From an optimization exercise on the open Yosys and OpenROAD flow, aimed at small area; shortcuts taken in it are not production practice.
Only simulation tests tie the RTL to the original design; equivalence was not proved.
Power figures rest on the tool's default switching activity, not on a simulated workload.

==> flow/design.v <==
`timescale 1ns/1ps
module	DEBOUNCER(
    input		XRST,
    input		CLK,
    input		XDIN,
    output		XDOUT
);
wire	[16:0]	S_CNT_MAX;
wire			S_XDOUT;
wire            XRST_B;
assign XRST_B = ~XRST;
reg		[16:0]	R_CNT;
reg		[2:0]	R_XDIN;
reg		[1:0]	R_XDOUT;
assign S_CNT_MAX = 17'h186A0;     
always @(posedge CLK or negedge XRST_B) begin
	if(!XRST_B) begin
		R_XDIN	<= 3'b000;
	end else begin
		R_XDIN[0]	<= XDIN;
		R_XDIN[1]	<= R_XDIN[0];
		R_XDIN[2]	<= R_XDIN[1];
	end
end
always @(posedge CLK or negedge XRST_B) begin
	if(!XRST_B) begin
		R_CNT	<= 0;
	end else begin
		if (R_CNT==0) begin
			if (!R_XDIN[2] && R_XDIN[1]) begin
				R_CNT	<= 1;
			end
		end else begin
			if (R_CNT==S_CNT_MAX-1) begin
				R_CNT	<= 0;
			end else begin
				R_CNT	<= R_CNT + 1;
			end
		end
	end
end
assign S_XDOUT	= (R_CNT==S_CNT_MAX[16:1] && R_XDIN[2:1]==2'b11)? 1 : 0;
always @(posedge CLK or negedge XRST_B) begin
	if(!XRST_B) begin
		R_XDOUT	<= 2'b00;
	end else begin
		R_XDOUT[0]	<= S_XDOUT;
		R_XDOUT[1]	<= ~S_XDOUT & R_XDOUT[0];
	end
end
assign XDOUT		= R_XDOUT[1];
endmodule
`timescale 1ns/1ps
module	LED_7SEG_IF(
    input			XRST,
    input			CLK,
    input			EN,
    input	[15:0]	DATA,
    output	[7:0]	LED_7SEG,
    output	[3:0]	LED_7COM
);
wire	[7:0]	S_ENC;
wire	[7:0]	S_DATA;
wire	[3:0]	S_COM;
wire        XRST_B;
assign XRST_B = ~XRST;
reg		[15:0]	R_CNT;
reg		[3:0]	R_COM;
reg		[7:0]	R_ENC;
wire           SIMULATION;
assign SIMULATION = 0;  
assign S_DATA	= (R_CNT[15:14]==2'b11) ? (DATA[15:12])  :
				  (R_CNT[15:14]==2'b10) ? (DATA[11:8])  :
				  (R_CNT[15:14]==2'b01) ? (DATA[7:4]) :
										  (DATA[3:0]);
 function [6:0] F_ENC;
    input [3:0] DATA;
        case (DATA)
        0:         F_ENC = 7'b1000000;
        4'b0001:   F_ENC = 7'b1111001;
        4'b0010:   F_ENC = 7'b0100100;
        4'b0011:   F_ENC = 7'b0110000;
        4'b0100:   F_ENC = 7'b0011001;
        4'b0101:   F_ENC = 7'b0010010;
        4'b0110:   F_ENC = 7'b0000010;
        4'b0111:   F_ENC = 7'b1111000;
        4'b1000:   F_ENC = 7'b0000000;
        4'b1001:   F_ENC = 7'b0010000;
        default:   F_ENC = 7'b1111111;
        endcase
  endfunction
assign S_ENC[6:0]	= (!EN) ? 7'b111_1111 : F_ENC(S_DATA);
assign S_ENC[7]	= (!EN) ? 1 : (R_CNT[15:14]==2'b10)? 0 : 1;	 
always @(posedge CLK or negedge XRST_B) begin
	if(!XRST_B) begin
		R_CNT	<= 0;
	end else begin
		if (EN) begin
		    if (SIMULATION) begin
			     R_CNT	<= R_CNT + 15'h4000;
			end else begin
			     R_CNT	<= R_CNT + 1;
			end
		end else begin
			R_CNT	<= 0;
		end
	end
end
assign S_COM	= (!EN)                ? 4'b1111 :
                  (R_CNT[13:12]==2'b11)? 4'b1111 :
				  (R_CNT[15:14]==2'b11)? 4'b0111 :
				  (R_CNT[15:14]==2'b10)? 4'b1011 :
				  (R_CNT[15:14]==2'b01)? 4'b1101 : 4'b1110;
always @(posedge CLK or negedge XRST_B) begin
	if(!XRST_B) begin
		R_COM	<= 4'b1111;
		R_ENC	<= 8'b0000_0000;
	end else begin
		R_COM	<= S_COM;
		R_ENC	<= S_ENC;
	end
end
assign LED_7COM	= R_COM;
assign LED_7SEG	= R_ENC;
endmodule
`timescale 1ns/1ps
module	STOPWATCH(
    input			XRST,
    input			CLK,
    input			ON_OFF,
    input			RESET,
    input			START_STOP,
    output	[15:0]	TIME,
    output	reg		POWER_ON,
    output	reg		READY,
    output	reg		TIMER_RUN
);
wire	[9:0]	S_CNT_MAX;
wire             XRST_B;
reg		[2:0]	R_MIN_X10;		 
reg		[3:0]	R_MIN_X1;		 
reg		[2:0]	R_SEC_X10;		 
reg		[3:0]	R_SEC_X1;		 
reg		[9:0]	R_CNT;
reg		[3:0]	R_STATE;		 
reg		[3:0]	R_NEXT;			 
assign S_CNT_MAX	= 10'd1000;		 
assign TIME	= {1'b0, R_MIN_X10, R_MIN_X1, 1'b0, R_SEC_X10, R_SEC_X1};
assign XRST_B = ~XRST;
always @(posedge CLK or negedge XRST_B) begin
	if(!XRST_B) begin
		POWER_ON	<= 0;	 
		READY		<= 0;	 
		TIMER_RUN	<= 0;	 
	end else begin
		if (R_NEXT!=4'b0001) begin
			POWER_ON	<= 1;
		end else begin
			POWER_ON	<= 0;
		end
		if (R_NEXT==4'b0010) begin
			READY		<= 1;
		end else begin
			READY		<= 0;
		end
		if (R_NEXT==4'b0100) begin
			TIMER_RUN	<= 1;
		end else begin
			TIMER_RUN	<= 0;
		end
	end
end
always @(posedge CLK or negedge XRST_B) begin
	if(!XRST_B) begin
		R_CNT		<= 0;
	end else begin
		if (R_STATE==4'b0001 || R_STATE==4'b0010) begin
			R_CNT <= 0;
		end else begin
			if (R_STATE==4'b0100) begin
				if (R_CNT==S_CNT_MAX-1) begin
					R_CNT <= 0;
				end else begin
					R_CNT <= R_CNT + 1;
				end
			end
		end
	end
end
always @(posedge CLK or negedge XRST_B) begin
	if(!XRST_B) begin
		R_SEC_X1 <= 0;
	end else begin
		if (R_STATE==4'b0001 || R_STATE==4'b0010) begin
			R_SEC_X1 <= 0;
		end else begin
			if (R_STATE==4'b0100) begin
				if (R_CNT==S_CNT_MAX-1) begin
					if (R_SEC_X1==9) begin
						R_SEC_X1 <= 0;
					end else begin
						R_SEC_X1 <= R_SEC_X1 + 1;
					end
				end
			end
		end
	end
end
always @(posedge CLK or negedge XRST_B) begin
	if(!XRST_B) begin
		R_SEC_X10 <= 0;
	end else begin
		if (R_STATE==4'b0001 || R_STATE==4'b0010) begin
			R_SEC_X10 <= 0;
		end else begin
			if (R_STATE==4'b0100) begin
				if (R_CNT==(S_CNT_MAX-1) && R_SEC_X1==9) begin
					if (R_SEC_X10==5) begin
						R_SEC_X10 <= 0;
					end else begin
						R_SEC_X10 <= R_SEC_X10 + 1;
					end
				end
			end
		end
	end
end
always @(posedge CLK or negedge XRST_B) begin
	if(!XRST_B) begin
		R_MIN_X1 <= 0;
	end else begin
		if (R_STATE==4'b0001 || R_STATE==4'b0010) begin
			R_MIN_X1 <= 0;
		end else begin
			if (R_STATE==4'b0100) begin
				if (R_CNT==(S_CNT_MAX-1) && R_SEC_X1==9 && R_SEC_X10==5) begin
					if (R_MIN_X1==9) begin
						R_MIN_X1 <= 0;
					end else begin
						R_MIN_X1 <= R_MIN_X1 + 1;
					end
				end
			end
		end
	end
end
always @(posedge CLK or negedge XRST_B) begin
	if(!XRST_B) begin
		R_MIN_X10	<= 0;
	end else begin
		if (R_STATE==4'b0001 || R_STATE==4'b0010) begin
			R_MIN_X10	<= 0;
		end else begin
			if (R_STATE==4'b0100) begin
				if (R_CNT==(S_CNT_MAX-1) && R_SEC_X1==9 && R_SEC_X10==5 && R_MIN_X1==9) begin
					if (R_MIN_X10==5) begin
						R_MIN_X10	<= 0;
					end else begin
						R_MIN_X10	<= R_MIN_X10 + 1;
					end
				end
			end
		end
	end
end
always @(posedge CLK or negedge XRST_B) begin
	if (!XRST_B) begin
		R_STATE <= 4'b0001;
	end else begin
		R_STATE <= R_NEXT;
	end
end
always @(R_STATE or ON_OFF or START_STOP or RESET) begin
	case (R_STATE)
		4'b0001	: begin
					if (ON_OFF) begin
						R_NEXT	<= 4'b0010;
					end else begin
						R_NEXT	<= 4'b0001;
					end
		end
		4'b0010	: begin
					if (ON_OFF) begin
						R_NEXT	<= 4'b0001;
					end else if (START_STOP) begin
						R_NEXT	<= 4'b0100;
					end else begin
						R_NEXT	<= 4'b0010;
					end
		end
		4'b0100	: begin
					if (ON_OFF) begin
						R_NEXT	<= 4'b0001;
					end else if (RESET) begin
						R_NEXT	<= 4'b0010;
					end else if (START_STOP) begin
						R_NEXT	<= 4'b1000;
					end else begin
						R_NEXT	<= 4'b0100;
					end
		end
		4'b1000	: begin
					if (ON_OFF) begin
						R_NEXT	<= 4'b0001;
					end else if (RESET) begin
						R_NEXT	<= 4'b0010;
					end else if (START_STOP) begin
						R_NEXT	<= 4'b0100;
					end else begin
						R_NEXT	<= 4'b1000;
					end
		end
		default	: begin
					R_NEXT	<= 4'b0001;
		end
	endcase
end
endmodule
`timescale 1ns/1ps
module TS101(
	input        XRST,         
	input        CLK,          
	input  [2:0] KEY,          
	output [2:0] LED,          
	output [3:0] LED_7COM,     
	output [7:0] LED_7SEG      
);
    wire S_KEY0;
    wire S_KEY1;
    wire S_KEY2;
    wire [15:0] S_TIME;
    DEBOUNCER inst1 (
    .CLK(CLK), .XRST(XRST), .XDIN(KEY[2]), .XDOUT(S_KEY2)
    );
     DEBOUNCER inst2 (
    .CLK(CLK), .XRST(XRST), .XDIN(KEY[1]), .XDOUT(S_KEY1)
    );
     DEBOUNCER inst3 (
    .CLK(CLK), .XRST(XRST), .XDIN(KEY[0]), .XDOUT(S_KEY0)
    );
    STOPWATCH inst4 (
    .CLK(CLK), .XRST(XRST), .START_STOP(S_KEY2), .RESET(S_KEY1), .ON_OFF(S_KEY0), .TIMER_RUN(LED[2]), .READY(LED[1]), .POWER_ON(LED[0]), .TIME(S_TIME)
    );
    LED_7SEG_IF inst5 (
    .CLK(CLK), .XRST(XRST), .EN(LED[0]), .DATA(S_TIME), .LED_7SEG(LED_7SEG), .LED_7COM(LED_7COM)
    );
endmodule
==> flow/run.sh <==
#!/bin/bash
# synth_recipe.tcl (not shown) runs the flow's synth.tcl, then flattens the netlist and writes it again
# the make line also repeats each setting of config.mk as NAME=value (left out here)
make -C /OpenROAD-flow-scripts/flow DESIGN_CONFIG=/design/flow/config.mk WORK_HOME=/design/flow/orfs CLKGATE_MAP_FILE= SYNTH_SCRIPT=/design/flow/synth_recipe.tcl finish
==> flow/config.mk <==
export PLATFORM = sky130hd
export DESIGN_NAME = TS101
export DESIGN_NICKNAME = TS101
export VERILOG_FILES = /design/flow/design.v
export SDC_FILE = /design/flow/constraint.sdc
export NUM_CORES = 4
export LEC_CHECK = 0
export CAP_MARGIN = 20
export CORE_MARGIN = 2
export CORE_UTILIZATION = 40
export SLEW_MARGIN = 20
==> flow/constraint.sdc <==
create_clock -name core_clock -period 10.0 [get_ports {CLK}]
set_input_delay 2.0000 -clock core_clock [delete_from_list [all_inputs] [get_ports {CLK}]]
set_output_delay 2.0000 -clock core_clock [all_outputs]
set_load 0.01 [all_outputs]
==> metrics.md <==
| Metric | Value |
|---|---|
| CP required | 8.00 ns |
| Cell area power density | 190.4 mW/mm^2 |
| Worst setup margin | 6.429 ns |
| Async SR Flop Fraction | 1.000 |
| Insertion delay to the later sink of the worst-skew pair | 0.41 ns |
| Via/cell ratio | 5.305 |
| Sw power | 0.3562 mW |
| Setup Crit Path Kind | register to primary output |
| Final non-filler cell area | 0.007053 mm^2 |
| Dominant cell by count in the synthesized netlist | dfrtp_1 |
| CP top delay family | buffers and inverters |
| Flop pwr share | 0.447 |
| Layout area overhead | 15.16% |
| Largest net degree at the start of global routing | 73 |
| Number of global-route vias before repair | 4349 |
| Worst clock skew | 0.007209 ns |
| Htree depth | 4 |
| # rows | 45 |
| Port Buf Inserts | 19 |
| Post-synth EDFFs | 0 |
| Max Buffers Root-to-Sink | 2 |
| Placed Area | 0.006492 mm^2 |
| CTS tree | done |
| Net Sw Frac | 0.2653 |
| Post-Syn Area | 0.006125 mm^2 |
| Initial DRC Count | 335 |
| Post-CTS resize count | 0 |
| Avg WL per Cell | 13.89 um |
| Fin. Hold Viols | 0 |
| Ranking of synthesized cells by area | dfrtp_1 (49%), xnor2_1 (4.7%), xor2_1 (4.4%), nor2_1 (4.1%), o21ai_0 (3.3%) |
| Worst VDD drop | 0.1201 mV |
| Post-route ant nets | 0 |
| Top-area cell type share of the netlist area | 0.4903 |
| FMAX | 280.0 MHz |
| Post-CTS setup buffer count | 0 |
| Post-Syn Instances | 610 |
| Min-delay src | inst3.R_XDIN[0] |
| Commonest cells in the netlist | dfrtp_1 (120), nor2_1 (67), nand2_1 (46) |
| Drt first pass iters | 4 |
| CP endpoint kind | primary output |
| Worst-Margin Slew | 0.9245 ns |
| FF-to-FF path depth | 6 |
| Pre-CTS setup slack | 6.064 ns |
| # setup viols final | 0 |
| Pins Over Slew Limit | 0 |
| Outcome | finished clean |
| Post-Route WL | 11570 um |
| Setup TNS | 0 ns |
| Vias after detailed routing | 4419 |
| Comb pwr share | 0.124 |
| Startpoint Class | register |
| Clk network pwr share | 0.429 |
| Int Power | 0.9866 mW |
| Max Cap Viol | 0 |
| Gpl congestion | 0.8040 |
| Share of layout cells above drive strength 1 | 0.08217 |
| Grt total ovfl | 0 |
| Crit path time final | 3.571 ns |
| Worst R2R Setup Slack | 7.37 ns |
| Total Routing Usage GR | 0.1559 |
| Post-synth top flop | dfrtp_1 |
| Initial antenna violation count | 0 |
| Clock-pin transition on the worst setup and hold timing paths | 0.05 ns |
| Ports | 20 |
| Syn_area_per_cell | 10.04 um^2 |
| Lkg Pwr | 2.887 nW |
| Delay of the slowest critical-path stage | 0.61 ns |
| FF-to-FF Start | inst4.R_STATE[1] |
| Clk root buf | clkbuf_16 |
| CP arrival | 1.57 ns |
| CTS buffer count | 17 |
| CP bufs+invs | 1 |
| Synth unique cells | 57 |
| Launch point of the worst path | inst4.POWER_ON |
| N_diodes | 0 |
| Critical Path Stages | 1 |
| Core area | 0.01509 mm^2 |
| Worst r2r dst | inst4.R_SEC_X1[1] |
| Max_slew headroom | 0.3789 |
| CP Cell Sequence | clkdlybuf4s50_1 |
| Final worst-path cycle share | 0.3571 |
| Drc violations | 0 |
| Worst hold path type | register to register |
| RSZ-0062 raised after global routing | false |
| Chip Height | 127.7 um |
| Starting Density | 0.4059 |
| Worst setup path end | LED[0] |
| Die ar. | 0.01632 mm^2 |
| CP max FO | 11 |
| Synth warnings | 3 |
| CTS Hold Bufs | 0 |
| Sink Count | 125 |
| Final nets | 649 |
| HPWL after DPL | 7850 um |
| Die Width | 127.7 um |
| CP max-delay cell | clkdlybuf4s50_1 |
| Post-synthesis sequential area ratio | 0.5117 |
| Area leader, netlist | dfrtp_1 |
| First-pass GRT wire length | 20490 um |
| #FFs+latches synth | 125 |
| Syn Nets | 627 |
[how the worst min path moves through the flow]
stage / endpoint / slack, ns / cells after the start
floorplan: inst1.R_XDIN[1] / 0.33 / 0
global placement: inst3.R_XDIN[1] / 0.34 / 0
detailed placement: inst3.R_XDIN[1] / 0.34 / 0
CTS: inst3.R_XDIN[1] / 0.35 / 0
global route: inst1.R_XDIN[1] / 0.35 / 0
finish: inst3.R_XDIN[1] / 0.35 / 0
[placed cells by master, fill, tap and decap left out, types with 5 or more instances in the layout]
cell / instances
dfrtp_1: 120
nor2_1: 67
nand2_1: 46
o21ai_0: 40
xnor2_1: 33
xor2_1: 31
nand3_1: 31
nor3_1: 26
inv_1: 25
nand4_1: 23
clkdlybuf4s50_1: 19
clkbuf_16: 17
a21oi_1: 16
nor2b_1: 13
ha_1: 12
and3_1: 9
and4_1: 8
or3_1: 7
o22ai_1: 7
nor4_1: 6
a31oi_1: 5
and2_1: 5
clkbuf_1: 5
dfstp_2: 5
[per-stage QoR]
| step | cells | util | hold slack [ns] | total power [mW] |
|---|---|---|---|---|
| after global routing | 833 | 0.4674 | 0.3546 | 1.419 |
| after CTS | 833 | 0.4674 | 0.3520 | 1.359 |
| after detailed placement | 801 | 0.4303 | 0.3402 | 0.7745 |
| after floorplan | 610 | - | 0.3312 | 0.7312 |
| after global placement | 801 | 0.4303 | 0.3373 | 0.7677 |
| final | 833 | 0.4674 | 0.3514 | 1.343 |
[power by group through the flow]
stage | sequential (mW) | combinational, mW | clock [mW]
floorplan | 0.589 | 0.142 | 0
global placement | 0.605 | 0.162 | 0
detailed placement | 0.607 | 0.168 | 0
CTS | 0.599 | 0.169 | 0.591
global route | 0.607 | 0.194 | 0.618
finish | 0.600 | 0.167 | 0.577
[state kept, by name, summed over array words and instances (netlist names), 3 cells and up]
register         cells
inst1.R_CNT         17
inst1.R_XDIN         3
inst2.R_CNT         17
inst2.R_XDIN         3
inst3.R_CNT         17
inst3.R_XDIN         3
inst4.R_CNT         10
inst4.R_MIN_X1       4
inst4.R_MIN_X10      3
inst4.R_SEC_X1       4
inst4.R_SEC_X10      3
inst4.R_STATE        4
inst5.R_CNT         16
inst5.R_COM          4
inst5.R_ENC          8
[cells by family (layout without fill, tap and decap cells)]
group                    after synthesis  in the layout  synth area share
adder cells (fa/ha/maj)               12             12           0.02451
buffers and inverters                 46             81           0.03003
AND/OR/NAND/NOR                      267            267            0.2337
flip-flops                           125            125            0.5117
AO/OA/AOI/OAI                         90             90           0.09214
XOR/XNOR                              64             64           0.09152
multiplexers                           6              6           0.01634
[routing by layer]
layer,up-vias,GRT usage,part of all wire
li1,2189,-,-
met5,-,0,0
met4,0,0.05430,0.013
met3,12,0.05301,0.036
met2,81,0.2416,0.47
met1,2137,0.2050,0.48
[layout make-up]
| cell class | instances | area [um^2] |
|---|---|---|
| fillers | 1390 | 8036 |
| flip-flops and latches | 125 | 3134 |
| multi-input cells | 439 | 2806 |
| clock buffers | 26 | 499.2 |
| well taps | 188 | 235.2 |
| repair buffers | 22 | 212.7 |
| inverters | 27 | 103.9 |
| clock inverters | 6 | 61.31 |

-- port drivers added, routing unchanged --
Ports are ideal in the flow. The routed layout listed here was re-timed in OpenROAD. Step 1 (the two cells are an assumption about what drives the block):
set clk [get_ports {CLK}]
set_driving_cell -lib_cell sky130_fd_sc_hd__clkbuf_16 $clk
set_driving_cell -lib_cell sky130_fd_sc_hd__buf_2 [delete_from_list [all_inputs] $clk]
Step 2 times the ports against the registers' clock, not the clock port: input delays grow and output delays shrink by t, the midpoint of the rising clock arrivals with the driver on. a / b / c = ideal ports / drivers / drivers and shift; a / b = the first two.
shift t [ns]: 0.450
setup WS [ns]: 6.429 / 6.389 / 6.196
worst setup path at the end: input, reset recovery
After both steps setup and hold are still met in this run. The setup slack of this run moves by -0.040 ns with the drivers and by -0.233 ns with both steps. Setup slack includes reset recovery checks.
